This design comes from an exercise in tuning for small area and a short achievable clock period on the open sky130 flow, not from production work. The RTL was checked by simulation tests, not by an equivalence proof against the original design. No activity file was given, so power comes from the tool's default toggle rates.

[flow/config.mk]
export PLATFORM = sky130hd
export DESIGN_NAME = top_systolic_array
export DESIGN_NICKNAME = top_systolic_array
export VERILOG_FILES = /design/flow/design.v
export SDC_FILE = /design/flow/constraint.sdc
export NUM_CORES = 4
export LEC_CHECK = 0
export CAP_MARGIN = 20
export CORE_MARGIN = 2
export CORE_UTILIZATION = 60
export CTS_BUF_LIST = sky130_fd_sc_hd__clkbuf_8
export CTS_CLUSTER_SIZE = 20
export SETUP_SLACK_MARGIN = 4.5
export SLEW_MARGIN = 20
[flow/constraint.sdc]
create_clock -name core_clock -period 8.0 [get_ports {clk_i}]
set_input_delay 1.6000 -clock core_clock [delete_from_list [all_inputs] [get_ports {clk_i}]]
set_output_delay 1.6000 -clock core_clock [all_outputs]
set_load 0.01 [all_outputs]
[flow/design.v]
module mac_pe (
  input  logic        clk_i,
  input  logic        rst_ni,
  input  logic [15:0] a_i,
  input  logic [15:0] b_i,
  input  logic        a_valid_i,
  input  logic        b_valid_i,
  input  logic        acc_en_i,
  input  logic        acc_clr_i,
  output logic [15:0] a_reg_o,
  output logic [15:0] b_reg_o,
  output logic [15:0] acc_x_o,
  output logic [15:0] acc_y_o
);
  logic p1;
  logic p2;
  logic p3;
  logic p4;
  logic p5;
  logic p6;
  logic p7;
  logic p8;
  logic p9;
  logic p10;
  logic p11;
  logic p12;
  logic p13;
  logic p14;
  logic p15;
  logic p16;
  logic p17;
  logic p18;
  logic p19;
  logic p20;
  logic p21;
  logic p22;
  logic p23;
  logic p24;
  logic p25;
  logic p26;
  logic p27;
  logic p28;
  logic p29;
  logic p30;
  logic p31;
  logic p32;
  logic p33;
  logic p34;
  logic p35;
  logic p36;
  logic p37;
  logic p38;
  logic p39;
  logic p40;
  logic p41;
  logic p42;
  logic p43;
  logic p44;
  logic p45;
  logic p46;
  logic p47;
  logic p48;
  logic p49;
  logic p50;
  logic p51;
  logic p52;
  logic p53;
  logic p54;
  logic p55;
  logic p56;
  logic p57;
  logic p58;
  logic p59;
  logic p60;
  logic p61;
  logic p62;
  logic p63;
  logic p64;
  logic p65;
  logic p66;
  logic p67;
  logic p68;
  logic p69;
  logic p70;
  logic p71;
  logic p72;
  logic p73;
  logic p74;
  logic p75;
  logic p76;
  logic p77;
  logic p78;
  logic p79;
  logic p80;
  logic p81;
  logic p82;
  logic p83;
  logic p84;
  logic p85;
  logic p86;
  logic p87;
  logic p88;
  logic p89;
  logic p90;
  logic p91;
  logic p92;
  logic p93;
  logic p94;
  logic p95;
  logic p96;
  logic p97;
  logic p98;
  logic p99;
  logic p100;
  logic p101;
  logic p102;
  logic p103;
  logic p104;
  logic p105;
  logic p106;
  logic p107;
  logic p108;
  logic p109;
  logic p110;
  logic p111;
  logic p112;
  logic p113;
  logic p114;
  logic p115;
  logic p116;
  logic p117;
  logic p118;
  logic p119;
  logic p120;
  logic p121;
  logic p122;
  logic p123;
  logic p124;
  logic p125;
  logic p126;
  logic p127;
  logic p128;
  logic p129;
  logic p130;
  logic p131;
  logic p132;
  logic p133;
  logic p134;
  logic p135;
  logic p136;
  logic s137;
  logic k138;
  logic s139;
  logic k140;
  logic s141;
  logic k142;
  logic s143;
  logic k144;
  logic s145;
  logic k146;
  logic s147;
  logic k148;
  logic s149;
  logic k150;
  logic s151;
  logic k152;
  logic s153;
  logic k154;
  logic s155;
  logic k156;
  logic s157;
  logic k158;
  logic s159;
  logic k160;
  logic s161;
  logic k162;
  logic s163;
  logic k164;
  logic s165;
  logic k166;
  logic s167;
  logic k168;
  logic s169;
  logic k170;
  logic s171;
  logic k172;
  logic s173;
  logic k174;
  logic s175;
  logic k176;
  logic s177;
  logic k178;
  logic s179;
  logic k180;
  logic s181;
  logic k182;
  logic s183;
  logic k184;
  logic s185;
  logic k186;
  logic s187;
  logic k188;
  logic s189;
  logic k190;
  logic s191;
  logic k192;
  logic s193;
  logic k194;
  logic s195;
  logic k196;
  logic s197;
  logic k198;
  logic s199;
  logic k200;
  logic s201;
  logic k202;
  logic s203;
  logic k204;
  logic s205;
  logic k206;
  logic s207;
  logic k208;
  logic s209;
  logic k210;
  logic s211;
  logic k212;
  logic s213;
  logic k214;
  logic s215;
  logic k216;
  logic s217;
  logic k218;
  logic s219;
  logic k220;
  logic s221;
  logic k222;
  logic s223;
  logic k224;
  logic s225;
  logic k226;
  logic s227;
  logic k228;
  logic s229;
  logic k230;
  logic s231;
  logic k232;
  logic s233;
  logic k234;
  logic s235;
  logic k236;
  logic s237;
  logic k238;
  logic s239;
  logic k240;
  logic s241;
  logic k242;
  logic s243;
  logic k244;
  logic s245;
  logic k246;
  logic s247;
  logic k248;
  logic s249;
  logic k250;
  logic s251;
  logic k252;
  logic s253;
  logic k254;
  logic s255;
  logic k256;
  logic s257;
  logic k258;
  logic s259;
  logic k260;
  logic s261;
  logic k262;
  logic s263;
  logic k264;
  logic s265;
  logic k266;
  logic s267;
  logic k268;
  logic s269;
  logic k270;
  logic s271;
  logic k272;
  logic s273;
  logic k274;
  logic s275;
  logic k276;
  logic s277;
  logic k278;
  logic s279;
  logic k280;
  logic s281;
  logic k282;
  logic s283;
  logic k284;
  logic s285;
  logic k286;
  logic s287;
  logic k288;
  logic s289;
  logic k290;
  logic s291;
  logic k292;
  logic s293;
  logic k294;
  logic s295;
  logic k296;
  logic s297;
  logic k298;
  logic s299;
  logic k300;
  logic s301;
  logic k302;
  logic s303;
  logic k304;
  logic s305;
  logic k306;
  logic s307;
  logic k308;
  logic s309;
  logic k310;
  logic s311;
  logic k312;
  logic s313;
  logic k314;
  logic s315;
  logic k316;
  logic s317;
  logic k318;
  logic s319;
  logic k320;
  logic s321;
  logic k322;
  logic s323;
  logic k324;
  logic s325;
  logic k326;
  logic s327;
  logic k328;
  logic s329;
  logic k330;
  logic s331;
  logic k332;
  logic s333;
  logic k334;
  logic s335;
  logic k336;
  logic s337;
  logic k338;
  logic s339;
  logic k340;
  logic s341;
  logic k342;
  logic s343;
  logic k344;
  logic s345;
  logic k346;
  logic s347;
  logic k348;
  logic s349;
  logic k350;
  logic s351;
  logic k352;
  logic s353;
  logic k354;
  logic s355;
  logic k356;
  logic s357;
  logic k358;
  logic s359;
  logic k360;
  logic s361;
  logic k362;
  logic s363;
  logic k364;
  logic s365;
  logic k366;
  logic s367;
  logic k368;
  logic s369;
  logic k370;
  logic s371;
  logic k372;
  logic s373;
  logic k374;
  logic s375;
  logic k376;
  logic t377;
  logic t378;
  logic [15:0] nx, ny;
  assign p1 = a_i[0] & b_i[0];
  assign p2 = a_i[0] & b_i[1];
  assign p3 = a_i[0] & b_i[2];
  assign p4 = a_i[0] & b_i[3];
  assign p5 = a_i[0] & b_i[4];
  assign p6 = a_i[0] & b_i[5];
  assign p7 = a_i[0] & b_i[6];
  assign p8 = a_i[0] & b_i[7];
  assign p9 = a_i[0] & b_i[8];
  assign p10 = a_i[0] & b_i[9];
  assign p11 = a_i[0] & b_i[10];
  assign p12 = a_i[0] & b_i[11];
  assign p13 = a_i[0] & b_i[12];
  assign p14 = a_i[0] & b_i[13];
  assign p15 = a_i[0] & b_i[14];
  assign p16 = a_i[0] & b_i[15];
  assign p17 = a_i[1] & b_i[0];
  assign p18 = a_i[1] & b_i[1];
  assign p19 = a_i[1] & b_i[2];
  assign p20 = a_i[1] & b_i[3];
  assign p21 = a_i[1] & b_i[4];
  assign p22 = a_i[1] & b_i[5];
  assign p23 = a_i[1] & b_i[6];
  assign p24 = a_i[1] & b_i[7];
  assign p25 = a_i[1] & b_i[8];
  assign p26 = a_i[1] & b_i[9];
  assign p27 = a_i[1] & b_i[10];
  assign p28 = a_i[1] & b_i[11];
  assign p29 = a_i[1] & b_i[12];
  assign p30 = a_i[1] & b_i[13];
  assign p31 = a_i[1] & b_i[14];
  assign p32 = a_i[2] & b_i[0];
  assign p33 = a_i[2] & b_i[1];
  assign p34 = a_i[2] & b_i[2];
  assign p35 = a_i[2] & b_i[3];
  assign p36 = a_i[2] & b_i[4];
  assign p37 = a_i[2] & b_i[5];
  assign p38 = a_i[2] & b_i[6];
  assign p39 = a_i[2] & b_i[7];
  assign p40 = a_i[2] & b_i[8];
  assign p41 = a_i[2] & b_i[9];
  assign p42 = a_i[2] & b_i[10];
  assign p43 = a_i[2] & b_i[11];
  assign p44 = a_i[2] & b_i[12];
  assign p45 = a_i[2] & b_i[13];
  assign p46 = a_i[3] & b_i[0];
  assign p47 = a_i[3] & b_i[1];
  assign p48 = a_i[3] & b_i[2];
  assign p49 = a_i[3] & b_i[3];
  assign p50 = a_i[3] & b_i[4];
  assign p51 = a_i[3] & b_i[5];
  assign p52 = a_i[3] & b_i[6];
  assign p53 = a_i[3] & b_i[7];
  assign p54 = a_i[3] & b_i[8];
  assign p55 = a_i[3] & b_i[9];
  assign p56 = a_i[3] & b_i[10];
  assign p57 = a_i[3] & b_i[11];
  assign p58 = a_i[3] & b_i[12];
  assign p59 = a_i[4] & b_i[0];
  assign p60 = a_i[4] & b_i[1];
  assign p61 = a_i[4] & b_i[2];
  assign p62 = a_i[4] & b_i[3];
  assign p63 = a_i[4] & b_i[4];
  assign p64 = a_i[4] & b_i[5];
  assign p65 = a_i[4] & b_i[6];
  assign p66 = a_i[4] & b_i[7];
  assign p67 = a_i[4] & b_i[8];
  assign p68 = a_i[4] & b_i[9];
  assign p69 = a_i[4] & b_i[10];
  assign p70 = a_i[4] & b_i[11];
  assign p71 = a_i[5] & b_i[0];
  assign p72 = a_i[5] & b_i[1];
  assign p73 = a_i[5] & b_i[2];
  assign p74 = a_i[5] & b_i[3];
  assign p75 = a_i[5] & b_i[4];
  assign p76 = a_i[5] & b_i[5];
  assign p77 = a_i[5] & b_i[6];
  assign p78 = a_i[5] & b_i[7];
  assign p79 = a_i[5] & b_i[8];
  assign p80 = a_i[5] & b_i[9];
  assign p81 = a_i[5] & b_i[10];
  assign p82 = a_i[6] & b_i[0];
  assign p83 = a_i[6] & b_i[1];
  assign p84 = a_i[6] & b_i[2];
  assign p85 = a_i[6] & b_i[3];
  assign p86 = a_i[6] & b_i[4];
  assign p87 = a_i[6] & b_i[5];
  assign p88 = a_i[6] & b_i[6];
  assign p89 = a_i[6] & b_i[7];
  assign p90 = a_i[6] & b_i[8];
  assign p91 = a_i[6] & b_i[9];
  assign p92 = a_i[7] & b_i[0];
  assign p93 = a_i[7] & b_i[1];
  assign p94 = a_i[7] & b_i[2];
  assign p95 = a_i[7] & b_i[3];
  assign p96 = a_i[7] & b_i[4];
  assign p97 = a_i[7] & b_i[5];
  assign p98 = a_i[7] & b_i[6];
  assign p99 = a_i[7] & b_i[7];
  assign p100 = a_i[7] & b_i[8];
  assign p101 = a_i[8] & b_i[0];
  assign p102 = a_i[8] & b_i[1];
  assign p103 = a_i[8] & b_i[2];
  assign p104 = a_i[8] & b_i[3];
  assign p105 = a_i[8] & b_i[4];
  assign p106 = a_i[8] & b_i[5];
  assign p107 = a_i[8] & b_i[6];
  assign p108 = a_i[8] & b_i[7];
  assign p109 = a_i[9] & b_i[0];
  assign p110 = a_i[9] & b_i[1];
  assign p111 = a_i[9] & b_i[2];
  assign p112 = a_i[9] & b_i[3];
  assign p113 = a_i[9] & b_i[4];
  assign p114 = a_i[9] & b_i[5];
  assign p115 = a_i[9] & b_i[6];
  assign p116 = a_i[10] & b_i[0];
  assign p117 = a_i[10] & b_i[1];
  assign p118 = a_i[10] & b_i[2];
  assign p119 = a_i[10] & b_i[3];
  assign p120 = a_i[10] & b_i[4];
  assign p121 = a_i[10] & b_i[5];
  assign p122 = a_i[11] & b_i[0];
  assign p123 = a_i[11] & b_i[1];
  assign p124 = a_i[11] & b_i[2];
  assign p125 = a_i[11] & b_i[3];
  assign p126 = a_i[11] & b_i[4];
  assign p127 = a_i[12] & b_i[0];
  assign p128 = a_i[12] & b_i[1];
  assign p129 = a_i[12] & b_i[2];
  assign p130 = a_i[12] & b_i[3];
  assign p131 = a_i[13] & b_i[0];
  assign p132 = a_i[13] & b_i[1];
  assign p133 = a_i[13] & b_i[2];
  assign p134 = a_i[14] & b_i[0];
  assign p135 = a_i[14] & b_i[1];
  assign p136 = a_i[15] & b_i[0];
  assign s137 = acc_x_o[11] ^ acc_y_o[11];
  assign k138 = acc_x_o[11] & acc_y_o[11];
  assign s139 = acc_x_o[12] ^ acc_y_o[12] ^ p13;
  assign k140 = (acc_x_o[12] & acc_y_o[12]) | (acc_x_o[12] & p13) | (acc_y_o[12] & p13);
  assign s141 = p28 ^ p42;
  assign k142 = p28 & p42;
  assign s143 = acc_x_o[13] ^ acc_y_o[13] ^ p14;
  assign k144 = (acc_x_o[13] & acc_y_o[13]) | (acc_x_o[13] & p14) | (acc_y_o[13] & p14);
  assign s145 = p29 ^ p43 ^ p56;
  assign k146 = (p29 & p43) | (p29 & p56) | (p43 & p56);
  assign s147 = p68 ^ p79;
  assign k148 = p68 & p79;
  assign s149 = acc_x_o[14] ^ acc_y_o[14] ^ p15;
  assign k150 = (acc_x_o[14] & acc_y_o[14]) | (acc_x_o[14] & p15) | (acc_y_o[14] & p15);
  assign s151 = p30 ^ p44 ^ p57;
  assign k152 = (p30 & p44) | (p30 & p57) | (p44 & p57);
  assign s153 = p69 ^ p80 ^ p90;
  assign k154 = (p69 & p80) | (p69 & p90) | (p80 & p90);
  assign s155 = p99 ^ p107;
  assign k156 = p99 & p107;
  assign s157 = acc_x_o[7] ^ acc_y_o[7];
  assign k158 = acc_x_o[7] & acc_y_o[7];
  assign s159 = acc_x_o[8] ^ acc_y_o[8] ^ p9;
  assign k160 = (acc_x_o[8] & acc_y_o[8]) | (acc_x_o[8] & p9) | (acc_y_o[8] & p9);
  assign s161 = p24 ^ p38;
  assign k162 = p24 & p38;
  assign s163 = acc_x_o[9] ^ acc_y_o[9] ^ p10;
  assign k164 = (acc_x_o[9] & acc_y_o[9]) | (acc_x_o[9] & p10) | (acc_y_o[9] & p10);
  assign s165 = p25 ^ p39 ^ p52;
  assign k166 = (p25 & p39) | (p25 & p52) | (p39 & p52);
  assign s167 = p64 ^ p75;
  assign k168 = p64 & p75;
  assign s169 = acc_x_o[10] ^ acc_y_o[10] ^ p11;
  assign k170 = (acc_x_o[10] & acc_y_o[10]) | (acc_x_o[10] & p11) | (acc_y_o[10] & p11);
  assign s171 = p26 ^ p40 ^ p53;
  assign k172 = (p26 & p40) | (p26 & p53) | (p40 & p53);
  assign s173 = p65 ^ p76 ^ p86;
  assign k174 = (p65 & p76) | (p65 & p86) | (p76 & p86);
  assign s175 = p95 ^ p103;
  assign k176 = p95 & p103;
  assign s177 = p12 ^ p27 ^ p41;
  assign k178 = (p12 & p27) | (p12 & p41) | (p27 & p41);
  assign s179 = p54 ^ p66 ^ p77;
  assign k180 = (p54 & p66) | (p54 & p77) | (p66 & p77);
  assign s181 = p87 ^ p96 ^ p104;
  assign k182 = (p87 & p96) | (p87 & p104) | (p96 & p104);
  assign s183 = p111 ^ p117 ^ p122;
  assign k184 = (p111 & p117) | (p111 & p122) | (p117 & p122);
  assign s185 = p55 ^ p67 ^ p78;
  assign k186 = (p55 & p67) | (p55 & p78) | (p67 & p78);
  assign s187 = p88 ^ p97 ^ p105;
  assign k188 = (p88 & p97) | (p88 & p105) | (p97 & p105);
  assign s189 = p112 ^ p118 ^ p123;
  assign k190 = (p112 & p118) | (p112 & p123) | (p118 & p123);
  assign s191 = p127 ^ k138 ^ s139;
  assign k192 = (p127 & k138) | (p127 & s139) | (k138 & s139);
  assign s193 = p89 ^ p98 ^ p106;
  assign k194 = (p89 & p98) | (p89 & p106) | (p98 & p106);
  assign s195 = p113 ^ p119 ^ p124;
  assign k196 = (p113 & p119) | (p113 & p124) | (p119 & p124);
  assign s197 = p128 ^ p131 ^ k140;
  assign k198 = (p128 & p131) | (p128 & k140) | (p131 & k140);
  assign s199 = k142 ^ s143 ^ s145;
  assign k200 = (k142 & s143) | (k142 & s145) | (s143 & s145);
  assign s201 = p114 ^ p120 ^ p125;
  assign k202 = (p114 & p120) | (p114 & p125) | (p120 & p125);
  assign s203 = p129 ^ p132 ^ p134;
  assign k204 = (p129 & p132) | (p129 & p134) | (p132 & p134);
  assign s205 = k144 ^ k146 ^ k148;
  assign k206 = (k144 & k146) | (k144 & k148) | (k146 & k148);
  assign s207 = s149 ^ s151 ^ s153;
  assign k208 = (s149 & s151) | (s149 & s153) | (s151 & s153);
  assign s209 = acc_x_o[4] ^ acc_y_o[4];
  assign k210 = acc_x_o[4] & acc_y_o[4];
  assign s211 = acc_x_o[5] ^ acc_y_o[5] ^ p6;
  assign k212 = (acc_x_o[5] & acc_y_o[5]) | (acc_x_o[5] & p6) | (acc_y_o[5] & p6);
  assign s213 = p21 ^ p35;
  assign k214 = p21 & p35;
  assign s215 = acc_x_o[6] ^ acc_y_o[6] ^ p7;
  assign k216 = (acc_x_o[6] & acc_y_o[6]) | (acc_x_o[6] & p7) | (acc_y_o[6] & p7);
  assign s217 = p22 ^ p36 ^ p49;
  assign k218 = (p22 & p36) | (p22 & p49) | (p36 & p49);
  assign s219 = p61 ^ p72;
  assign k220 = p61 & p72;
  assign s221 = p8 ^ p23 ^ p37;
  assign k222 = (p8 & p23) | (p8 & p37) | (p23 & p37);
  assign s223 = p50 ^ p62 ^ p73;
  assign k224 = (p50 & p62) | (p50 & p73) | (p62 & p73);
  assign s225 = p83 ^ p92 ^ s157;
  assign k226 = (p83 & p92) | (p83 & s157) | (p92 & s157);
  assign s227 = p51 ^ p63 ^ p74;
  assign k228 = (p51 & p63) | (p51 & p74) | (p63 & p74);
  assign s229 = p84 ^ p93 ^ p101;
  assign k230 = (p84 & p93) | (p84 & p101) | (p93 & p101);
  assign s231 = k158 ^ s159 ^ s161;
  assign k232 = (k158 & s159) | (k158 & s161) | (s159 & s161);
  assign s233 = p85 ^ p94 ^ p102;
  assign k234 = (p85 & p94) | (p85 & p102) | (p94 & p102);
  assign s235 = p109 ^ k160 ^ k162;
  assign k236 = (p109 & k160) | (p109 & k162) | (k160 & k162);
  assign s237 = s163 ^ s165 ^ s167;
  assign k238 = (s163 & s165) | (s163 & s167) | (s165 & s167);
  assign s239 = p110 ^ p116 ^ k164;
  assign k240 = (p110 & p116) | (p110 & k164) | (p116 & k164);
  assign s241 = k166 ^ k168 ^ s169;
  assign k242 = (k166 & k168) | (k166 & s169) | (k168 & s169);
  assign s243 = s171 ^ s173 ^ s175;
  assign k244 = (s171 & s173) | (s171 & s175) | (s173 & s175);
  assign s245 = s137 ^ k170 ^ k172;
  assign k246 = (s137 & k170) | (s137 & k172) | (k170 & k172);
  assign s247 = k174 ^ k176 ^ s177;
  assign k248 = (k174 & k176) | (k174 & s177) | (k176 & s177);
  assign s249 = s179 ^ s181 ^ s183;
  assign k250 = (s179 & s181) | (s179 & s183) | (s181 & s183);
  assign s251 = s141 ^ k178 ^ k180;
  assign k252 = (s141 & k178) | (s141 & k180) | (k178 & k180);
  assign s253 = k182 ^ k184 ^ s185;
  assign k254 = (k182 & k184) | (k182 & s185) | (k184 & s185);
  assign s255 = s187 ^ s189 ^ s191;
  assign k256 = (s187 & s189) | (s187 & s191) | (s189 & s191);
  assign s257 = s147 ^ k186 ^ k188;
  assign k258 = (s147 & k186) | (s147 & k188) | (k186 & k188);
  assign s259 = k190 ^ k192 ^ s193;
  assign k260 = (k190 & k192) | (k190 & s193) | (k192 & s193);
  assign s261 = s195 ^ s197 ^ s199;
  assign k262 = (s195 & s197) | (s195 & s199) | (s197 & s199);
  assign s263 = s155 ^ k194 ^ k196;
  assign k264 = (s155 & k194) | (s155 & k196) | (k194 & k196);
  assign s265 = k198 ^ k200 ^ s201;
  assign k266 = (k198 & k200) | (k198 & s201) | (k200 & s201);
  assign s267 = s203 ^ s205 ^ s207;
  assign k268 = (s203 & s205) | (s203 & s207) | (s205 & s207);
  assign s269 = acc_x_o[2] ^ acc_y_o[2];
  assign k270 = acc_x_o[2] & acc_y_o[2];
  assign s271 = acc_x_o[3] ^ acc_y_o[3] ^ p4;
  assign k272 = (acc_x_o[3] & acc_y_o[3]) | (acc_x_o[3] & p4) | (acc_y_o[3] & p4);
  assign s273 = p19 ^ p33;
  assign k274 = p19 & p33;
  assign s275 = p5 ^ p20 ^ p34;
  assign k276 = (p5 & p20) | (p5 & p34) | (p20 & p34);
  assign s277 = p47 ^ p59 ^ s209;
  assign k278 = (p47 & p59) | (p47 & s209) | (p59 & s209);
  assign s279 = p48 ^ p60 ^ p71;
  assign k280 = (p48 & p60) | (p48 & p71) | (p60 & p71);
  assign s281 = k210 ^ s211 ^ s213;
  assign k282 = (k210 & s211) | (k210 & s213) | (s211 & s213);
  assign s283 = p82 ^ k212 ^ k214;
  assign k284 = (p82 & k212) | (p82 & k214) | (k212 & k214);
  assign s285 = s215 ^ s217 ^ s219;
  assign k286 = (s215 & s217) | (s215 & s219) | (s217 & s219);
  assign s287 = k216 ^ k218 ^ k220;
  assign k288 = (k216 & k218) | (k216 & k220) | (k218 & k220);
  assign s289 = s221 ^ s223 ^ s225;
  assign k290 = (s221 & s223) | (s221 & s225) | (s223 & s225);
  assign s291 = k222 ^ k224 ^ k226;
  assign k292 = (k222 & k224) | (k222 & k226) | (k224 & k226);
  assign s293 = s227 ^ s229 ^ s231;
  assign k294 = (s227 & s229) | (s227 & s231) | (s229 & s231);
  assign s295 = k228 ^ k230 ^ k232;
  assign k296 = (k228 & k230) | (k228 & k232) | (k230 & k232);
  assign s297 = s233 ^ s235 ^ s237;
  assign k298 = (s233 & s235) | (s233 & s237) | (s235 & s237);
  assign s299 = k234 ^ k236 ^ k238;
  assign k300 = (k234 & k236) | (k234 & k238) | (k236 & k238);
  assign s301 = s239 ^ s241 ^ s243;
  assign k302 = (s239 & s241) | (s239 & s243) | (s241 & s243);
  assign s303 = k240 ^ k242 ^ k244;
  assign k304 = (k240 & k242) | (k240 & k244) | (k242 & k244);
  assign s305 = s245 ^ s247 ^ s249;
  assign k306 = (s245 & s247) | (s245 & s249) | (s247 & s249);
  assign s307 = k246 ^ k248 ^ k250;
  assign k308 = (k246 & k248) | (k246 & k250) | (k248 & k250);
  assign s309 = s251 ^ s253 ^ s255;
  assign k310 = (s251 & s253) | (s251 & s255) | (s253 & s255);
  assign s311 = k252 ^ k254 ^ k256;
  assign k312 = (k252 & k254) | (k252 & k256) | (k254 & k256);
  assign s313 = s257 ^ s259 ^ s261;
  assign k314 = (s257 & s259) | (s257 & s261) | (s259 & s261);
  assign s315 = k258 ^ k260 ^ k262;
  assign k316 = (k258 & k260) | (k258 & k262) | (k260 & k262);
  assign s317 = s263 ^ s265 ^ s267;
  assign k318 = (s263 & s265) | (s263 & s267) | (s265 & s267);
  assign s319 = acc_x_o[1] ^ acc_y_o[1];
  assign k320 = acc_x_o[1] & acc_y_o[1];
  assign s321 = p3 ^ p18 ^ p32;
  assign k322 = (p3 & p18) | (p3 & p32) | (p18 & p32);
  assign s323 = p46 ^ k270 ^ s271;
  assign k324 = (p46 & k270) | (p46 & s271) | (k270 & s271);
  assign s325 = k272 ^ k274 ^ s275;
  assign k326 = (k272 & k274) | (k272 & s275) | (k274 & s275);
  assign s327 = k276 ^ k278 ^ s279;
  assign k328 = (k276 & k278) | (k276 & s279) | (k278 & s279);
  assign s329 = k280 ^ k282 ^ s283;
  assign k330 = (k280 & k282) | (k280 & s283) | (k282 & s283);
  assign s331 = k284 ^ k286 ^ s287;
  assign k332 = (k284 & k286) | (k284 & s287) | (k286 & s287);
  assign s333 = k288 ^ k290 ^ s291;
  assign k334 = (k288 & k290) | (k288 & s291) | (k290 & s291);
  assign s335 = k292 ^ k294 ^ s295;
  assign k336 = (k292 & k294) | (k292 & s295) | (k294 & s295);
  assign s337 = k296 ^ k298 ^ s299;
  assign k338 = (k296 & k298) | (k296 & s299) | (k298 & s299);
  assign s339 = k300 ^ k302 ^ s303;
  assign k340 = (k300 & k302) | (k300 & s303) | (k302 & s303);
  assign s341 = k304 ^ k306 ^ s307;
  assign k342 = (k304 & k306) | (k304 & s307) | (k306 & s307);
  assign s343 = k308 ^ k310 ^ s311;
  assign k344 = (k308 & k310) | (k308 & s311) | (k310 & s311);
  assign s345 = k312 ^ k314 ^ s315;
  assign k346 = (k312 & k314) | (k312 & s315) | (k314 & s315);
  assign s347 = acc_x_o[0] ^ p1;
  assign k348 = acc_x_o[0] & p1;
  assign s349 = p2 ^ p17 ^ s319;
  assign k350 = (p2 & p17) | (p2 & s319) | (p17 & s319);
  assign s351 = s269 ^ k320 ^ s321;
  assign k352 = (s269 & k320) | (s269 & s321) | (k320 & s321);
  assign s353 = s273 ^ k322 ^ s323;
  assign k354 = (s273 & k322) | (s273 & s323) | (k322 & s323);
  assign s355 = s277 ^ k324 ^ s325;
  assign k356 = (s277 & k324) | (s277 & s325) | (k324 & s325);
  assign s357 = s281 ^ k326 ^ s327;
  assign k358 = (s281 & k326) | (s281 & s327) | (k326 & s327);
  assign s359 = s285 ^ k328 ^ s329;
  assign k360 = (s285 & k328) | (s285 & s329) | (k328 & s329);
  assign s361 = s289 ^ k330 ^ s331;
  assign k362 = (s289 & k330) | (s289 & s331) | (k330 & s331);
  assign s363 = s293 ^ k332 ^ s333;
  assign k364 = (s293 & k332) | (s293 & s333) | (k332 & s333);
  assign s365 = s297 ^ k334 ^ s335;
  assign k366 = (s297 & k334) | (s297 & s335) | (k334 & s335);
  assign s367 = s301 ^ k336 ^ s337;
  assign k368 = (s301 & k336) | (s301 & s337) | (k336 & s337);
  assign s369 = s305 ^ k338 ^ s339;
  assign k370 = (s305 & k338) | (s305 & s339) | (k338 & s339);
  assign s371 = s309 ^ k340 ^ s341;
  assign k372 = (s309 & k340) | (s309 & s341) | (k340 & s341);
  assign s373 = s313 ^ k342 ^ s343;
  assign k374 = (s313 & k342) | (s313 & s343) | (k342 & s343);
  assign s375 = s317 ^ k344 ^ s345;
  assign k376 = (s317 & k344) | (s317 & s345) | (k344 & s345);
  assign t377 = acc_x_o[15] ^ acc_y_o[15] ^ p16 ^ p31 ^ p45 ^ p58 ^ p70 ^ p81 ^ p91 ^ p100 ^ p108 ^ p115 ^ p121 ^ p126 ^ p130 ^ p133 ^ p135 ^ p136 ^ k150 ^ k152 ^ k154 ^ k156 ^ k202 ^ k204 ^ k206 ^ k208 ^ k264 ^ k266 ^ k268 ^ k316 ^ k318;
  assign t378 = k346 ^ k376;
  assign nx = {t377, k374, k372, k370, k368, k366, k364, k362, k360, k358, k356, k354, k352, k350, k348, s347};
  assign ny = {t378, s375, s373, s371, s369, s367, s365, s363, s361, s359, s357, s355, s353, s351, s349, 1'b0};
  always_ff @(posedge clk_i) begin
    if (a_valid_i) a_reg_o <= a_i;
    if (b_valid_i) b_reg_o <= b_i;
  end
  always_ff @(posedge clk_i or negedge rst_ni) begin
    if (!rst_ni) begin
      acc_x_o <= '0;
      acc_y_o <= '0;
    end else if (acc_clr_i) begin
      acc_x_o <= '0;
      acc_y_o <= '0;
    end else if (acc_en_i) begin
      acc_x_o <= nx;
      acc_y_o <= ny;
    end
  end
endmodule
module mac_array #(
  parameter int unsigned DATA_WIDTH = 16,
  parameter int unsigned M_ROWS     = 4,
  parameter int unsigned N_COLS     = 4,
  parameter int unsigned PE_COUNT   = M_ROWS * N_COLS
)(
  input  logic                                clk_i,
  input  logic                                rst_ni,
  input  logic [  M_ROWS-1:0][DATA_WIDTH-1:0] array_a_i,
  input  logic [  N_COLS-1:0][DATA_WIDTH-1:0] array_b_i,
  input  logic                                feed_a_valid_i,
  input  logic                                feed_b_valid_i,
  input  logic                                a_clr_i,
  input  logic                                b_clr_i,
  input  logic                                acc_clr_i,
  output logic [PE_COUNT-1:0][DATA_WIDTH-1:0] acc_x_o,
  output logic [PE_COUNT-1:0][DATA_WIDTH-1:0] acc_y_o
);
  logic [M_ROWS-1:0][N_COLS-1:0][DATA_WIDTH-1:0] a_reg;
  logic [M_ROWS-1:0][N_COLS-1:0][DATA_WIDTH-1:0] b_reg;
  logic [N_COLS-1:0] a_live;
  logic [M_ROWS-1:0] b_live;
  logic              acc_valid;
  assign acc_valid = feed_a_valid_i | feed_b_valid_i;
  always_ff @(posedge clk_i or negedge rst_ni) begin
    if (!rst_ni) begin
      a_live <= '0;
    end else if (a_clr_i) begin
      a_live <= '0;
    end else if (feed_a_valid_i) begin
      a_live <= {a_live[N_COLS-2:0], 1'b1};
    end
  end
  always_ff @(posedge clk_i or negedge rst_ni) begin
    if (!rst_ni) begin
      b_live <= '0;
    end else if (b_clr_i) begin
      b_live <= '0;
    end else if (feed_b_valid_i) begin
      b_live <= {b_live[M_ROWS-2:0], 1'b1};
    end
  end
  genvar i, j;
  generate
    for (i = 0; i < M_ROWS; i++) begin : array_row
      for (j = 0; j < N_COLS; j++) begin : array_col
        logic [DATA_WIDTH-1:0] a_in, b_in;
        logic                  a_in_live, b_in_live;
        if (j == 0) begin : a_port
          assign a_in      = array_a_i[i];
          assign a_in_live = 1'b1;
        end else begin : a_chain
          assign a_in      = a_reg[i][j-1];
          assign a_in_live = a_live[j-1];
        end
        if (i == 0) begin : b_port
          assign b_in      = array_b_i[j];
          assign b_in_live = 1'b1;
        end else begin : b_chain
          assign b_in      = b_reg[i-1][j];
          assign b_in_live = b_live[i-1];
        end
        mac_pe i_mac_pe (
          .clk_i      ( clk_i                      ),
          .rst_ni     ( rst_ni                     ),
          .a_i        ( a_in                       ),
          .b_i        ( b_in                       ),
          .a_valid_i  ( feed_a_valid_i             ),
          .b_valid_i  ( feed_b_valid_i             ),
          .acc_en_i   ( acc_valid & a_in_live & b_in_live ),
          .acc_clr_i  ( acc_clr_i                  ),
          .a_reg_o    ( a_reg[i][j]                ),
          .b_reg_o    ( b_reg[i][j]                ),
          .acc_x_o    ( acc_x_o[i * N_COLS + j]    ),
          .acc_y_o    ( acc_y_o[i * N_COLS + j]    )
        );
      end
    end
  endgenerate
endmodule
module stream_out #(
  parameter int unsigned DATA_WIDTH = 16,
  parameter int unsigned TOTAL_ELEM = 16,
  parameter int unsigned IDX_WIDTH  = $clog2(TOTAL_ELEM)
)(
  input  logic                                  clk_i,
  input  logic                                  rst_ni,
  input  logic [TOTAL_ELEM-1:0][DATA_WIDTH-1:0] bus_x_i,
  input  logic [TOTAL_ELEM-1:0][DATA_WIDTH-1:0] bus_y_i,
  input  logic                                  start_stream_i,
  input  logic                                  stream_clr_i,
  output logic                 [DATA_WIDTH-1:0] stream_data_o,
  output logic                                  stream_valid_o
);
  logic [IDX_WIDTH-1:0] index_reg;
  logic streaming_active;
  logic counter_done;
  logic [DATA_WIDTH-1:0] sel_x, sel_y;
  assign counter_done = (index_reg == TOTAL_ELEM-1);
  assign sel_x = bus_x_i[index_reg];
  assign sel_y = bus_y_i[index_reg];
  always_ff @(posedge clk_i or negedge rst_ni) begin
    if (!rst_ni) begin
      streaming_active <= 1'b0;
    end else if (counter_done || stream_clr_i) begin
      streaming_active <= 1'b0;
    end else if (start_stream_i) begin
      streaming_active <= 1'b1;
    end
  end
  always_ff @(posedge clk_i or negedge rst_ni) begin
    if (!rst_ni) begin
      index_reg <= '0;
    end else if (counter_done || stream_clr_i) begin
      index_reg <= '0;
    end else if (start_stream_i || streaming_active) begin
      index_reg <= index_reg + 1'b1;
    end
  end
  always_ff @(posedge clk_i or negedge rst_ni) begin
    if (!rst_ni) begin
      stream_data_o  <= '0;
      stream_valid_o <= 1'b0;
    end else if (stream_clr_i) begin
      stream_data_o  <= '0;
      stream_valid_o <= 1'b0;
    end else if (start_stream_i || streaming_active) begin
      stream_data_o  <= sel_x + sel_y;
      stream_valid_o <= 1'b1;
    end else begin
      stream_valid_o <= 1'b0;
    end
  end
endmodule
module top_systolic_array #(
  parameter int unsigned DATA_WIDTH = 16,
  parameter int unsigned RESET_VAL  = 0,
  parameter int unsigned M_ROWS     = 4,
  parameter int unsigned N_COLS     = 4,
  parameter int unsigned TOTAL_ELEM = M_ROWS * N_COLS
)(
  input  logic clk_i,
  input  logic rst_ni,
  input  logic [M_ROWS*DATA_WIDTH-1:0] array_a_i,
  input  logic [N_COLS*DATA_WIDTH-1:0] array_b_i,
  input  logic feed_a_valid_i,
  input  logic feed_b_valid_i,
  input  logic a_clr_i,
  input  logic b_clr_i,
  input  logic acc_clr_i,
  input  logic start_stream_i,
  input  logic stream_clr_i,
  output logic stream_valid_o,
  output logic [DATA_WIDTH-1:0] stream_data_o
);
  logic [TOTAL_ELEM-1:0][DATA_WIDTH-1:0] bus_x, bus_y;
  mac_array #(
    .DATA_WIDTH      ( DATA_WIDTH     ),
    .M_ROWS          ( M_ROWS         ),
    .N_COLS          ( N_COLS         )
  ) i_mac_array (
    .clk_i           ( clk_i          ),
    .rst_ni          ( rst_ni         ),
    .array_a_i       ( array_a_i      ),
    .array_b_i       ( array_b_i      ),
    .feed_a_valid_i  ( feed_a_valid_i ),
    .feed_b_valid_i  ( feed_b_valid_i ),
    .a_clr_i         ( a_clr_i        ),
    .b_clr_i         ( b_clr_i        ),
    .acc_clr_i       ( acc_clr_i      ),
    .acc_x_o         ( bus_x          ),
    .acc_y_o         ( bus_y          )
  );
  stream_out #(
    .DATA_WIDTH      ( DATA_WIDTH     ),
    .TOTAL_ELEM      ( TOTAL_ELEM     )
  ) i_stream_out (
    .clk_i           ( clk_i          ),
    .rst_ni          ( rst_ni         ),
    .bus_x_i         ( bus_x          ),
    .bus_y_i         ( bus_y          ),
    .start_stream_i  ( start_stream_i ),
    .stream_clr_i    ( stream_clr_i   ),
    .stream_data_o   ( stream_data_o  ),
    .stream_valid_o  ( stream_valid_o )
  );
endmodule
[flow/flow/run.sh]
#!/bin/bash
# Layout flow: the standard ORFS flow with two changes.
#  1. After the standard synthesis, flow/polarity.py re-phases the full-adder
#     cells (a full adder is self-dual) so fewer inverters are needed between
#     them. Registers and every other cell are kept as synthesised.
#  2. Ports are buffered with a plain buffer (buf_4) instead of the delay
#     cell buffer_ports picks by default.
# Each tool's output goes to a log file of its own in this folder.
set -euo pipefail
R=orfs/results/sky130hd/top_systolic_array/base
EXTRA=("BUFFER_PORTS_ARGS=-buffer_cell sky130_fd_sc_hd__buf_4")
if [[ -f flow/extra.txt ]]; then
  while read -r l; do [[ -n "$l" ]] && EXTRA+=("$l"); done < flow/extra.txt
fi
export BUFFER_PORTS_ARGS="-buffer_cell sky130_fd_sc_hd__buf_4"
bash standard.sh "${EXTRA[@]}" synth > make_synth.log 2>&1
cp $R/1_2_yosys.v 1_2_yosys.standard.v
python3 flow/polarity.py 1_2_yosys.standard.v $R/1_2_yosys.v > polarity.log 2>&1
touch $R/1_2_yosys.v
bash standard.sh "${EXTRA[@]}" finish > make_finish.log 2>&1
[flow/flow/polarity.py]
#!/usr/bin/env python3
"""Re-phase full adders in a mapped sky130 netlist to remove inverters.

A full adder is self-dual: FA(~a,~b,~c) = (~sum, ~cout). Flipping the phase of
an adder cell inverts what it needs on its inputs and what it drives on its
outputs, without changing the cell. This script picks a phase per sky130 fa_*
cell (greedy local search) to minimise the number of inverters needed, then
rebuilds the inverter trees it touched. Registers and all other cells are left
as they are. Usage: polarity.py IN.v OUT.v
"""
import re, sys, random

LIB = '/OpenROAD-flow-scripts/flow/platforms/sky130hd/lib/sky130_fd_sc_hd__tt_025C_1v80.lib'
OUTS = {'X', 'Y', 'Q', 'Q_N', 'SUM', 'COUT', 'HI', 'LO'}
src = open(sys.argv[1]).read()

inst_re = re.compile(r'^(\s*)(sky130_fd_sc_hd__\w+)\s+(\S+)\s*\((.*?)\n\s*\);\n', re.S | re.M)
pin_re = re.compile(r'\.(\w+)\((.*?)\)\s*(?:,|$)', re.M)

cells = []
for m in inst_re.finditer(src):
    typ, name, body = m.group(2), m.group(3), m.group(4)
    pins = [(p, n.strip()) for p, n in pin_re.findall(body)]
    cells.append(dict(typ=typ, name=name, pins=pins, span=m.span(), indent=m.group(1)))

# module ports
hdr = src[:src.index(');')]
ports = set()
for m in re.finditer(r'^\s*(input|output|inout)\s+(?:wire\s+)?(\[[^\]]*\]\s*)?(\S+?)\s*;', src, re.M):
    ports.add(m.group(3))
def base(n):
    n = n.strip()
    if n.startswith('\\'):
        b = n.split(' ')[0]
    else:
        b = n
    return re.sub(r'\[\d+\]$', '', b) if not n.startswith('\\') else b.rstrip()

def is_port(n):
    b = n.strip()
    if b.startswith('\\'):
        return b.split(' ')[0] in ports or b in ports
    return re.sub(r'\s*\[\d+\]$', '', b) in ports

driver = {}
loads = {}
for ci, c in enumerate(cells):
    for p, n in c['pins']:
        if not n or n.startswith("1'") or n.startswith('{'):
            continue
        if p in OUTS:
            driver[n] = (ci, p)
        else:
            loads.setdefault(n, []).append((ci, p))

def is_inv(ci):
    return re.match(r'sky130_fd_sc_hd__(clk)?inv_\d+$', cells[ci]['typ']) is not None
def is_fa(ci):
    return re.match(r'sky130_fd_sc_hd__fa_\d+$', cells[ci]['typ']) is not None

# roots: nets not driven by an inverter
def pinnet(ci, p):
    for q, n in cells[ci]['pins']:
        if q == p:
            return n
roots = {}
for n in set(list(driver) + list(loads)):
    d = driver.get(n)
    if d is not None and is_inv(d[0]):
        continue
    # walk the inverter tree
    cons = []  # (ci, pin, polarity)
    invs = []
    nets = [n]
    stack = [(n, 0)]
    bad = is_port(n)
    while stack:
        m, q = stack.pop()
        for ci, p in loads.get(m, []):
            if is_inv(ci):
                invs.append(ci)
                y = pinnet(ci, 'Y')
                nets.append(y)
                if is_port(y):
                    bad = True
                stack.append((y, q ^ 1))
            else:
                cons.append((ci, p, q))
    roots[n] = dict(cons=cons, invs=invs, nets=nets, bad=bad,
                    src=d[0] if d is not None else None)

fas = [ci for ci in range(len(cells)) if is_fa(ci)]
fa_set = set(fas)
x = {ci: 0 for ci in fas}

# Simple gates whose output phase can be swapped by using the complementary
# cell (and2 <-> nand2, or2 <-> nor2, xor2 <-> xnor2).
lib = open(LIB).read()
AREA = {m.group(1): float(m.group(2)) for m in re.finditer(
    r'cell \(\"?(sky130_fd_sc_hd__\w+)\"?\)\s*\{.*?area\s*:\s*([0-9.]+)', lib, re.S)}
PAIRS = [('and2', 'nand2', 'X', 'Y'), ('or2', 'nor2', 'X', 'Y'), ('xor2', 'xnor2', 'X', 'Y')]
swap = {}   # ci -> (newtype, oldout, newout, area delta)
for ci, c in enumerate(cells):
    m = re.match(r'sky130_fd_sc_hd__(\w+?)_(\d+)$', c['typ'])
    if not m:
        continue
    fam, sz = m.group(1), m.group(2)
    for a, b, pa, pb in PAIRS:
        for f1, f2, p1, p2 in ((a, b, pa, pb), (b, a, pb, pa)):
            if fam == f1:
                nt = f"sky130_fd_sc_hd__{f2}_{sz}"
                if nt in AREA:
                    swap[ci] = (nt, p1, p2, AREA[nt] - AREA[c['typ']])
for ci in swap:
    x[ci] = 0
INV = AREA['sky130_fd_sc_hd__inv_1']
fixed = set()
for r, R in roots.items():
    if R['bad'] or R['src'] is None:
        for ci, p, q in R['cons']:
            if ci in x:
                fixed.add(ci)
        if R['src'] in x:
            fixed.add(R['src'])

def need(R, ci, q):
    xs = x.get(R['src'], 0) if R['src'] is not None else 0
    return q ^ xs ^ (x[ci] if ci in fa_set else 0)

def cost(R):
    g = R['src']
    c0 = swap[g][3] if (g in swap and x[g]) else 0.0
    if not R['cons']:
        return c0
    return c0 + (INV if any(need(R, ci, q) for ci, p, q in R['cons']) else 0)

fa_roots = {ci: set() for ci in x}
for r, R in roots.items():
    if R['src'] in x:
        fa_roots[R['src']].add(r)
    for ci, p, q in R['cons']:
        if ci in x:
            fa_roots[ci].add(r)

total0 = sum(cost(R) for R in roots.values())
orig_inv = sum(len(R['invs']) for R in roots.values())
random.seed(1)
import math
order = [f for f in x if f not in fixed]
cur = total0
best = cur
bestx = dict(x)
T = 2.0 * INV
steps = 300 * max(1, len(order))
for step in range(steps):
    f = order[random.randrange(len(order))]
    rs = fa_roots[f]
    before = sum(cost(roots[r]) for r in rs)
    x[f] ^= 1
    after = sum(cost(roots[r]) for r in rs)
    d = after - before
    if d <= 0 or random.random() < math.exp(-d / T):
        cur += d
        if cur < best:
            best = cur
            bestx = dict(x)
    else:
        x[f] ^= 1
    T = max(0.02, 2.0 * INV * (1 - step / steps))
x = bestx
total1 = sum(cost(R) for R in roots.values())
sys.stderr.write(f"fa={len(fas)} swappable gates={len(swap)} fixed={len(fixed)} "
                 f"flipped fa={sum(x[f] for f in fas)} gates={sum(x[g] for g in swap)} "
                 f"inverters: original {orig_inv}; cost (um2) before {total0:.1f}, after {total1:.1f}\n")

# rebuild: for every root touching an FA, drop its inverters and reconnect.
edits = {}      # ci -> {pin: newnet}
remove = set()
newcells = []
newwires = []
k = 0
for r, R in roots.items():
    touches = (R['src'] in x and (R['src'] not in swap or x[R['src']])) or any(ci in fas and x[ci] for ci, p, q in R['cons']) or (R['src'] in fas) or any(ci in fas for ci, p, q in R['cons'])
    if not touches or R['bad'] or not R['cons']:
        continue
    inv_net = None
    for ci in R['invs']:
        remove.add(ci)
    for ci, p, q in R['cons']:
        if need(R, ci, q):
            if inv_net is None:
                k += 1
                inv_net = f"_pol_net_{k}_"
                newwires.append(inv_net)
                newcells.append((f"_pol_inv_{k}_", r, inv_net))
            edits.setdefault(ci, {})[p] = inv_net
        else:
            edits.setdefault(ci, {})[p] = r

def esc(n):
    return n + ' ' if n.startswith('\\') else n

out = []
pos = 0
for ci, c in enumerate(cells):
    s, e = c['span']
    out.append(src[pos:s])
    pos = e
    if ci in remove:
        continue
    pins = c['pins']
    ed = edits.get(ci, {})
    typ = c['typ']
    ren = {}
    if ci in swap and x[ci]:
        typ, po, pn, _ = swap[ci]
        ren = {po: pn}
    body = ",\n".join(f"{c['indent']}  .{ren.get(p, p)}({esc(ed.get(p, n))})" for p, n in pins)
    out.append(f"{c['indent']}{typ} {c['name']} (\n{body}\n{c['indent']});\n")
rest = src[pos:]
i = rest.rindex('endmodule')
add = "".join(f"  wire {w};\n" for w in newwires)
add += "".join(f"  sky130_fd_sc_hd__inv_1 {n} (\n    .A({esc(a)}),\n    .Y({y})\n  );\n" for n, a, y in newcells)
out.append(rest[:i] + add + rest[i:])
open(sys.argv[2], 'w').write("".join(out))
sys.stderr.write(f"removed {len(remove)} inverters, added {len(newcells)}\n")
[flow/standard.sh]
#!/bin/bash
# synth_recipe.tcl (not shown) runs the flow's synth.tcl, then flattens the netlist and writes it again
# the make line also repeats each setting of config.mk as NAME=value (left out here)
make -C /OpenROAD-flow-scripts/flow DESIGN_CONFIG=/design/flow/config.mk WORK_HOME=/design/flow/orfs CLKGATE_MAP_FILE= SYNTH_SCRIPT=/design/flow/synth_recipe.tcl "${@:-finish}"
==> reports/results.ini, run 1 <==
[final_layout]
regArea_sq_um=24660
nets=10660
reg_top3=i_mac_array.array_row.array_col.i_mac_pe.acc_x_o x256, i_mac_array.array_row.array_col.i_mac_pe.acc_y_o x240
fillers=10770
area_delta_synth_final_pct=16.99
layout-drive-gt1-share_pct=24.42
largest-register=i_mac_array.array_row.array_col.i_mac_pe.acc_x_o
fin_cells=10670
multi_input_area_sq_um=62950
largest_reg_flops=256
finish.utilization_pct=70.76

[timing]
final_hold_viol_count=0
setup_violations=0
fin_setup_tns_ns=0
worst_pin_slew_ns=1.177
grt_setup_unrepaired=true
fin_crit_ns=4.118
finClkSkew_ns=0.05956
max_freq_mhz=242.8
fin_crit_sh_pct=51.48
slew_headroom_pct=21.32
maxSlewViolCount=0

[synthesis]
syn-instance-count=7956
syn_avg_cell_area_sq_um=11.24
syn_nets=10030
syn-cell-area_sq_um=89420
yosys_warnings=3

[floorplanning]
die_area_sq_um=152100
core_area_sq_um=147800
start_util_pct=60.48
row_count=141
fp.dieW_um=390.0
ios=154
die_y_um=390.0

[clocking]
htreeDepth=4
clockRootBuffer=clkbuf_8
clk_latency_ns=0.96
numCtsBuffers=170
cts_buffer_depth=3
cts_tree=yes
hold_buffers=0
path_clk_slew_ns=0.06
clkSinkCount=908

[worst_hold_path]
hp-class=flop to flop

[pwr]
irDropWorstVdd_v=0.0001802
p_leak_nw=42.61
powerDensity_nw_per_um2=233.7

[place]
place.gp.congestion=1.008
portBuffers=153
place_inst=9718
dp_hpwl_um=221100

[worst_setup_path]
crit_slowest_cell=fa_1
crit_path_frequent_cell=fa_1
start_kind=input port
slowest_delay_ns=0.54
path_cells=buf_6, and2_4, fa_1, fa_1, fa_2, fa_1, fa_1, fa_1, inv_1, xnor2_1, nand2_1, a21oi_2
path_buf_inv=2
cp.required_ns=8.85
crit_path_end_kind=flop
arrival_ns=4.97
worstSetupPathType=input port to flop
critPathMaxFanout=16
critPathTopFamily=adder cells

[drt]
dr.pass1.iters=6
vias_per_cell=6.000
wire_per_inst_um=28.90
vias=64030
drc=0
ant_nets=0
wl_um=308400
drtIter0Drc=5733

[global_route]
grtUsageTotal_pct=42.05
antenna_found_initial=23
overflow=0
grt_pass1_vias=69340
grt_max_degree=145
grt_pass1_wl_um=456700

[run]
drv_cap=0

[status]
status=finished clean

routing by layer:
metal	global-route usage [%]	vias to the layer above	part of all wire, %
met5	0	-	0.027
met1	51.75	33300	35
met2	64.14	3593	46
met4	33.58	14	9.9
li1	-	26100	-
met3	9.994	1021	9.6
cell usage in the layout (no fill, tap or decap), types with 147 or more instances in the layout:
cell type,instances
and2_1,618
and2_4,156
buf_4,598
clkbuf_8,195
dfrtp_1,512
edfxtp_1,384
fa_1,1195
fa_2,486
ha_1,241
inv_1,775
mux4_2,147
nand2_1,1799
o21ai_0,207
o21ai_1,158
xnor2_1,379
area by class of cell:
cell class	instances	area share [%]
diodes	7	0.01674
clock buffers	195	2.565
clock inverters	123	0.9305
inverters	789	2.831
multi-input cells	5888	60.17
flip-flops and latches	908	23.58
well taps	1930	2.308
repair buffers	832	7.597
where the power goes:
part	internal (W)	switching, W
combinational	0.00645	0.00681
sequential	0.00530	0.000882
clock	0.00270	0.00231
stage by stage:
step           total power [W]  setup slack [ns]  area [sq um]  hold WS [ns]
6_report               0.02445             3.882        104600        0.4632
3_5_place_dp           0.01821             2.834         93280        0.4494
4_1_cts                0.02394             3.884        102300        0.4649
3_3_place_gp           0.01794             2.835         93280        0.4519
2_1_floorplan          0.01473             3.080         91490        0.4244
5_1_grt                0.02631             3.781        104600        0.4693
worst reg2reg max path: stages, from the launching register on:
cell,delay (ns)
edfxtp_1,0.75
and2_1,0.24
fa_1,0.43
fa_1,0.50
inv_1,0.05
fa_2,0.33
fa_1,0.51
fa_1,0.44
fa_2,0.35
xor2_1,0.16
o31ai_1,0.19
timing repair:
| item | 4_1_cts | 5_1_grt |
|---|---|---|
| buffers inserted | 480 | 140 |
| hold endpoints to repair | 0 | 0 |
| setup endpoints to repair | 305 | 328 |
| pin swaps | 311 | 315 |
| resized for setup | 453 | 390 |
| cloned | 6 | 3 |
final timing paths:
check	slack, ns	end	cells after the start	start
worst max-delay path	3.88	flop	12	array_a_i[1]
min in group asynchronous	0.60	asynchronous set/reset pin	1	rst_ni
worst min-delay path	0.46	flop	0	flop
worst min register to register	0.46	flop	0	flop
worst max register to register	3.95	flop	10	flop
max in group asynchronous	5.95	i_stream_out.index_reg[0]	2	rst_ni
==> inputs of run 2 (changes only) <==
--- a/flow/design.v
+++ b/flow/design.v
@@ -12,3 +12,4 @@
   output logic [15:0] acc_x_o,
-  output logic [15:0] acc_y_o
+  output logic [15:0] acc_y_o,
+  output logic        acc_t_o
 );
@@ -392,3 +393,5 @@
   logic t378;
+  logic t379;
   logic [15:0] nx, ny;
+  logic        nt;
   assign p1 = a_i[0] & b_i[0];
@@ -769,6 +772,8 @@
   assign k376 = (s317 & k344) | (s317 & s345) | (k344 & s345);
-  assign t377 = acc_x_o[15] ^ acc_y_o[15] ^ p16 ^ p31 ^ p45 ^ p58 ^ p70 ^ p81 ^ p91 ^ p100 ^ p108 ^ p115 ^ p121 ^ p126 ^ p130 ^ p133 ^ p135 ^ p136 ^ k150 ^ k152 ^ k154 ^ k156 ^ k202 ^ k204 ^ k206 ^ k208 ^ k264 ^ k266 ^ k268 ^ k316 ^ k318;
-  assign t378 = k346 ^ k376;
+  assign t377 = acc_x_o[15] ^ acc_y_o[15] ^ acc_t_o ^ p16 ^ p31 ^ p45 ^ p58 ^ p70 ^ p81 ^ p91 ^ p100 ^ p108 ^ p115 ^ p121 ^ p126 ^ p130 ^ p133 ^ p135 ^ p136 ^ k150 ^ k152 ^ k154 ^ k156 ^ k202 ^ k204 ^ k206 ^ k208 ^ k264 ^ k266 ^ k268;
+  assign t378 = k316 ^ k318 ^ k346;
+  assign t379 = k376;
   assign nx = {t377, k374, k372, k370, k368, k366, k364, k362, k360, k358, k356, k354, k352, k350, k348, s347};
   assign ny = {t378, s375, s373, s371, s369, s367, s365, s363, s361, s359, s357, s355, s353, s351, s349, 1'b0};
+  assign nt = t379;
   always_ff @(posedge clk_i) begin
@@ -781,2 +786,3 @@
       acc_y_o <= '0;
+      acc_t_o <= 1'b0;
     end else if (acc_clr_i) begin
@@ -784,2 +790,3 @@
       acc_y_o <= '0;
+      acc_t_o <= 1'b0;
     end else if (acc_en_i) begin
@@ -787,2 +794,3 @@
       acc_y_o <= ny;
+      acc_t_o <= nt;
     end
@@ -806,3 +814,4 @@
   output logic [PE_COUNT-1:0][DATA_WIDTH-1:0] acc_x_o,
-  output logic [PE_COUNT-1:0][DATA_WIDTH-1:0] acc_y_o
+  output logic [PE_COUNT-1:0][DATA_WIDTH-1:0] acc_y_o,
+  output logic [PE_COUNT-1:0]                 acc_t_o
 );
@@ -864,3 +873,4 @@
           .acc_x_o    ( acc_x_o[i * N_COLS + j]    ),
-          .acc_y_o    ( acc_y_o[i * N_COLS + j]    )
+          .acc_y_o    ( acc_y_o[i * N_COLS + j]    ),
+          .acc_t_o    ( acc_t_o[i * N_COLS + j]    )
         );
@@ -879,2 +889,3 @@
   input  logic [TOTAL_ELEM-1:0][DATA_WIDTH-1:0] bus_y_i,
+  input  logic [TOTAL_ELEM-1:0]                 bus_t_i,
   input  logic                                  start_stream_i,
@@ -888,2 +899,3 @@
   logic [DATA_WIDTH-1:0] sel_x, sel_y;
+  logic                  sel_t;
   assign counter_done = (index_reg == TOTAL_ELEM-1);
@@ -891,2 +903,3 @@
   assign sel_y = bus_y_i[index_reg];
+  assign sel_t = bus_t_i[index_reg];
   always_ff @(posedge clk_i or negedge rst_ni) begin
@@ -917,3 +930,3 @@
     end else if (start_stream_i || streaming_active) begin
-      stream_data_o  <= sel_x + sel_y;
+      stream_data_o  <= sel_x + sel_y + {sel_t, {(DATA_WIDTH-1){1'b0}}};
       stream_valid_o <= 1'b1;
@@ -946,2 +959,3 @@
   logic [TOTAL_ELEM-1:0][DATA_WIDTH-1:0] bus_x, bus_y;
+  logic [TOTAL_ELEM-1:0]                 bus_t;
   mac_array #(
@@ -961,3 +975,4 @@
     .acc_x_o         ( bus_x          ),
-    .acc_y_o         ( bus_y          )
+    .acc_y_o         ( bus_y          ),
+    .acc_t_o         ( bus_t          )
   );
@@ -971,2 +986,3 @@
     .bus_y_i         ( bus_y          ),
+    .bus_t_i         ( bus_t          ),
     .start_stream_i  ( start_stream_i ),
--- a/flow/flow/polarity.py
+++ b/flow/flow/polarity.py
@@ -134,4 +134,8 @@
         return c0
-    return c0 + (INV if any(need(R, ci, q) for ci, p, q in R['cons']) else 0)
-
+    return c0 + (INV * R['w'] if any(need(R, ci, q) for ci, p, q in R['cons']) else 0)
+
+# An inverter between the last adders and the accumulator registers' input
+# logic sits on the critical path: weigh it more.
+for r, R in roots.items():
+    R['w'] = 3.0 if (R['src'] in fa_set and any(ci not in fa_set for ci, p, q in R['cons'])) else 1.0
 fa_roots = {ci: set() for ci in x}
--- a/flow/config.mk
+++ b/flow/config.mk
@@ -9,6 +9,4 @@
 export CORE_MARGIN = 2
-export CORE_UTILIZATION = 60
-export CTS_BUF_LIST = sky130_fd_sc_hd__clkbuf_8
-export CTS_CLUSTER_SIZE = 20
-export SETUP_SLACK_MARGIN = 4.5
+export CORE_UTILIZATION = 50
+export SETUP_SLACK_MARGIN = 3.5
 export SLEW_MARGIN = 20
==> run 2 against run 1 <==
- first-iteration DRC count decreased by 10%
- critical path depth decreased by 2
- via count decreased by 5.4%
- die area increased by 21%
- sequential share of layout area increased by 2.1 points
- worst hold slack improved by 0.011 ns
- largest cell class unchanged
- highest routed layer unchanged
==> reports/results.ini, run 2 <==
[status]
status=finished clean

[clocking]
clkSinkCount=924
hold_buffers=0
htreeDepth=3
numCtsBuffers=112
clockRootBuffer=clkbuf_16
clk_latency_ns=0.78
path_clk_slew_ns=0.06
cts_tree=yes
cts_buffer_depth=3

[worst_hold_path]
hp-class=flop to flop
min_path_cells=0

[timing]
finClkSkew_ns=0.04743
max_freq_mhz=232.1
grt_setup_unrepaired=true
fin_crit_sh_pct=53.86
fin_crit_ns=4.309
slew_headroom_pct=30.90
maxSlewViolCount=0
final_hold_viol_count=0
fin_setup_tns_ns=0
setup_violations=0
worst_pin_slew_ns=1.036

[place]
place.gp.congestion=0.9650
dp_hpwl_um=232000
portBuffers=153
place_inst=10230
place_area_sq_um=93740

[pwr]
p_comb_share_pct=47.7
sw_frac_of_total_pct=40.20
powerDensity_nw_per_um2=232.5
irDropWorstVdd_v=0.0002043
p_seq_share_pct=28.7
power_frac_clock_pct=23.6
power.internal_w=0.01359
switchingPower_w=0.009135
p_leak_nw=38.06

[drt]
drtIter0Drc=5140
wire_per_inst_um=28.77
wl_um=301000
ant_nets=0
drc=0
dr.pass1.iters=6
vias=60580
vias_per_cell=5.791

[final_layout]
regArea_sq_um=25050
fin_cells=10460
layout-drive-gt1-share_pct=8.061
fillers=15530
area_delta_synth_final_pct=8.267
largest-register=i_mac_array.array_row.array_col.i_mac_pe.acc_x_o
finish.utilization_pct=54.60
reg_top3=i_mac_array.array_row.array_col.i_mac_pe.acc_x_o x256, i_mac_array.array_row.array_col.i_mac_pe.acc_y_o x240
largest_reg_flops=256
multi_input_area_sq_um=61030
stdcell_area_sq_um=97730
final_common_cell=nand2_1
mostFrequentLayoutCells=nand2_1 (1857), fa_1 (1627), inv_1 (810)
nets=10090

[global_route]
grtUsageTotal_pct=33.94
grt_pass1_vias=66620
overflow=0
grt_max_degree=141
grt_pass1_wl_um=452300
antenna_found_initial=15

[synthesis]
syn-cell-area_sq_um=90270
syn_nets=10120
syn-instance-count=8035
yosys_warnings=3
syn_avg_cell_area_sq_um=11.23

[worst_setup_path]
r2r_cells=8
path_buf_inv=2
start_kind=input port
cp.required_ns=8.65
crit_path_end_kind=flop
critPathMaxFanout=16
path_cells=buf_4, and2_4, fa_1, fa_1, inv_1, fa_2, fa_2, fa_1, fa_2, a211oi_1
worstSetupPathType=input port to flop
crit_slowest_cell=fa_1
critPathTopFamily=adder cells
rrSetupSlack_ns=3.69
slowest_delay_ns=0.55
arrival_ns=4.96

[floorplanning]
die_y_um=428.9
ios=154
die_area_sq_um=183900
fp.dieW_um=428.9
start_util_pct=50.43
row_count=155
core_area_sq_um=179000

[run]
drv_cap=0

## run 2: worst max path at each step
stage	start	endpoint	slack, ns	cells past startpoint
finish	array_a_i[1]	flop	3.69	10
global route	i_stream_out.index_reg[1]	i_stream_out.stream_data_o[14]	3.50	14
CTS	i_stream_out.index_reg[0]	i_stream_out.stream_data_o[14]	3.54	14
detailed placement	array_a_i[33]	flop	2.90	10
global placement	array_a_i[16]	flop	2.95	10
floorplan	array_a_i[33]	flop	3.13	10
## run 2: worst register-to-register path, delay by kind of cell (launching register included)
kind            cells  cell delay, ns
compound gates      1            0.08
fa+ha+maj           6            2.92
flops               1            0.96
simple gates        1            0.22
## run 2: timing repair
| action | 4_1_cts | 5_1_grt |
|---|---|---|
| endpoints found under the setup margin | 7 | 4 |
| gates resized for setup | 3 | 3 |
| buffers inserted | 4 | 4 |
## run 2: through the flow
stage               total power (W)  worst slack, ns  hold slack [ns]
floorplan                   0.01392            3.132           0.4244
global placement            0.01727            2.947           0.4515
detailed placement          0.01751            2.899           0.4587
CTS                         0.02296            3.541           0.4713
global route                0.02459            3.499           0.4874
finish                      0.02273            3.691           0.4744
## run 2: final cells by class
class	count	area share (%)
Inverter	810	3.111
Timing Repair Buffer	223	1.890
Multi-Input combinational cell	5931	62.45
Antenna cell	6	0.01536
Tap cell	2355	3.015
Clock inverter	83	0.8911
Sequential cell	924	25.64
Clock buffer	130	2.988
## run 2: power groups by stage
| stage | sequential, W | clock [W] | combinational [W] |
|---|---|---|---|
| 3_5_place_dp | 0.00661 | 0 | 0.0109 |
| 3_3_place_gp | 0.00661 | 0 | 0.0107 |
| 4_1_cts | 0.00651 | 0.00543 | 0.0110 |
| 2_1_floorplan | 0.00578 | 0 | 0.00814 |
| 6_report | 0.00653 | 0.00536 | 0.0108 |
| 5_1_grt | 0.00652 | 0.00563 | 0.0124 |
## run 2: routing by layer
layer / vias up / global-route usage (%) / share of wire, %
met4: 2 / 26.43 / 9.8
met1: 32080 / 42.82 / 37
met5: - / 0 / 0.0033
met2: 2746 / 52.91 / 47
li1: 24980 / - / -
met3: 779 / 5.176 / 7.0
==> inputs of run 3 (changes only) <==
--- a/flow/config.mk
+++ b/flow/config.mk
@@ -10,3 +10,3 @@
 export CORE_UTILIZATION = 50
-export SETUP_SLACK_MARGIN = 3.5
+export SETUP_SLACK_MARGIN = 4.0
 export SLEW_MARGIN = 20
==> run 3 against run 2 <==
- highest routed layer unchanged
- combinational power grew 7%
- still clean
- sequential share of layout area shrank 0.66 points
- critical path type unchanged
- routed wire length up 2.0%
- largest cell class unchanged
- power is 3.5% higher
- global-route usage up 0.44 points
- cell count is 1.5% higher
==> reports/results.ini, run 3 <==
[worst_setup_path]
critPathTopFamily=adder cells
critPathMaxFanout=14
crit_slowest_cell=fa_2
path_cells=buf_6, and2_4, fa_1, fa_1, inv_2, fa_2, fa_1, fa_2, fa_2, a211oi_2
crit_path_end_kind=flop
cp.required_ns=8.69
slowest_delay_ns=0.58
start_kind=input port
path_buf_inv=2
worstSetupPathType=input port to flop
arrival_ns=4.94

[global_route]
grtUsageTotal_pct=34.38
grt_max_degree=121
overflow=0
antenna_found_initial=18
grt_pass1_vias=66170
grt_pass1_wl_um=455300

[clocking]
clk_latency_ns=0.80
cts_tree=yes
path_clk_slew_ns=0.06
cts_buffer_depth=3
clkSinkCount=924
htreeDepth=3
numCtsBuffers=112
clockRootBuffer=clkbuf_16
hold_buffers=0

[place]
place.gp.congestion=0.9819
place_inst=10230
dp_hpwl_um=231500
dpl_worst_slack_ns=2.847
portBuffers=153

[run]
drv_cap=0

[synthesis]
yosys_warnings=3
syn_nets=10120
syn-instance-count=8035
syn-cell-area_sq_um=90270
syn_avg_cell_area_sq_um=11.23

[pwr]
powerDensity_nw_per_um2=234.4
p_total_w=0.02351
p_leak_nw=39.12
irDropWorstVdd_v=0.0002022

[timing]
setup_violations=0
fin_crit_ns=4.249
worst_pin_slew_ns=1.083
fin_setup_tns_ns=0
maxSlewViolCount=0
grt_setup_unrepaired=true
max_freq_mhz=235.3
timing.hold.ws_ns=0.4773
slew_headroom_pct=27.64
finClkSkew_ns=0.03549
fin_crit_sh_pct=53.11
setup_ws_ns=3.751
final_hold_viol_count=0

[final_layout]
area_delta_synth_final_pct=11.11
layout-drive-gt1-share_pct=12.78
largest_reg_flops=256
reg_top3=i_mac_array.array_row.array_col.i_mac_pe.acc_x_o x256, i_mac_array.array_row.array_col.i_mac_pe.acc_y_o x240
regArea_sq_um=25050
mostFrequentLayoutCells=nand2_1 (1847), fa_1 (1513), inv_1 (795)
fin_cells=10620
largest-register=i_mac_array.array_row.array_col.i_mac_pe.acc_x_o
final_common_cell=nand2_1
multi_input_area_sq_um=61890
fillers=15220
nets=10240

[drt]
vias=60920
wl_um=307000
wire_per_inst_um=28.92
drtIter0Drc=5618
dr.pass1.iters=7
ant_nets=0
vias_per_cell=5.739
drc=0

[status]
status=finished clean

[floorplanning]
start_util_pct=50.43
core_area_sq_um=179000
ios=154
row_count=155
fp.dieW_um=428.9
die_y_um=428.9
die_area_sq_um=183900

[worst_hold_path]
hp-class=flop to flop

[run 3: cell count changes in the layout (fill, tap and decap cells not counted), sizes merged, moves of 2 or more]
cell,delta
clkbuf,+12
buf,+150
inv,+3
bufinv,-3
clkinv,-7
diode,-2
[run 3: worst paths after layout]
path | startpoint | endpoint | slack [ns] | cells after the start
worst min register to register | flop | flop | 0.48 | 0
worst max register to register | flop | flop | 3.85 | 9
worst max-delay path | array_a_i[3] | flop | 3.75 | 10
min in group asynchronous | rst_ni | asynchronous set/reset pin | 0.81 | 1
worst min-delay path | flop | flop | 0.48 | 0
max in group asynchronous | rst_ni | asynchronous set/reset pin | 5.46 | 3
[run 3: power breakdown]
part | switching, W | internal (W)
logic | 0.00604 | 0.00560
clock network | 0.00237 | 0.00304
registers | 0.00107 | 0.00539
total | 0.00948 | 0.0140
[run 3: timing repair]
action | in CTS | in global routing
resized for setup | 49 | 93
pin swaps | 14 | 35
gates cloned | 6 | 3
buffers inserted | 70 | 90
setup endpoints to repair | 57 | 57
[run 3: through the flow]
| step | utilization (%) | area [sq um] |
|---|---|---|
| global placement | 52.66 | 94260 |
| CTS | 55.33 | 99030 |
| detailed placement | 52.66 | 94260 |
| floorplan | - | 91520 |
| finish | 56.03 | 100300 |
| global route | 56.03 | 100300 |
[run 3: metal layers]
metal / GRT usage [%] / share of wire [%] / routed length [um]
met5: 0 / 0.011 / 34
met1: 43.39 / 37 / 113300
met4: 23.36 / 8.4 / 25870
met2: 54.30 / 47 / 144300
met3: 6.346 / 7.6 / 23420
[run 3: cell type report]
class / count / area share, %
antenna: 4 / 0.009980
clock buffer: 139 / 3.006
clock inverter: 75 / 0.8159
inverter: 810 / 3.031
multi-input combinational: 5931 / 61.70
sequential: 924 / 24.98
tap: 2355 / 2.938
timing repair buffer: 377 / 3.517

[static timing again, ports no longer ideal]
The results above use ideal ports. As a check the final layouts listed here were re-extracted and re-timed, cells and wires unchanged.
Step 1 (the two cells are an assumption about what drives the block):
set clk [get_ports {clk_i}]
set_driving_cell -lib_cell sky130_fd_sc_hd__clkbuf_16 $clk
set_driving_cell -lib_cell sky130_fd_sc_hd__buf_2 [delete_from_list [all_inputs] $clk]
Step 2, shift: input delay + t, output delay - t, t = (earliest + latest rising clock arrival at the registers) / 2. This alone moves slack from input paths to output paths.
a / b / c = no drivers / after step 1 / after step 2; a / b = the first two.
run	shift t [ns]	setup slack, ns	hold WS [ns]	worst data-port slew with drivers (ns)
run 1	1.006	3.882 / 3.916 / 2.910	0.463 / 0.463 / 0.463	0.18
run 2	0.850	3.691 / 3.691 / 2.907	0.474 / 0.474 / 0.474	0.12
run 3	0.870	3.751 / 3.781 / 2.911	0.477 / 0.477 / 0.477	0.14
After both steps setup and hold are still met in every run listed. For run 1, which loses most, drivers alone change the setup slack by +0.034 ns; drivers and shift together by -0.972 ns.
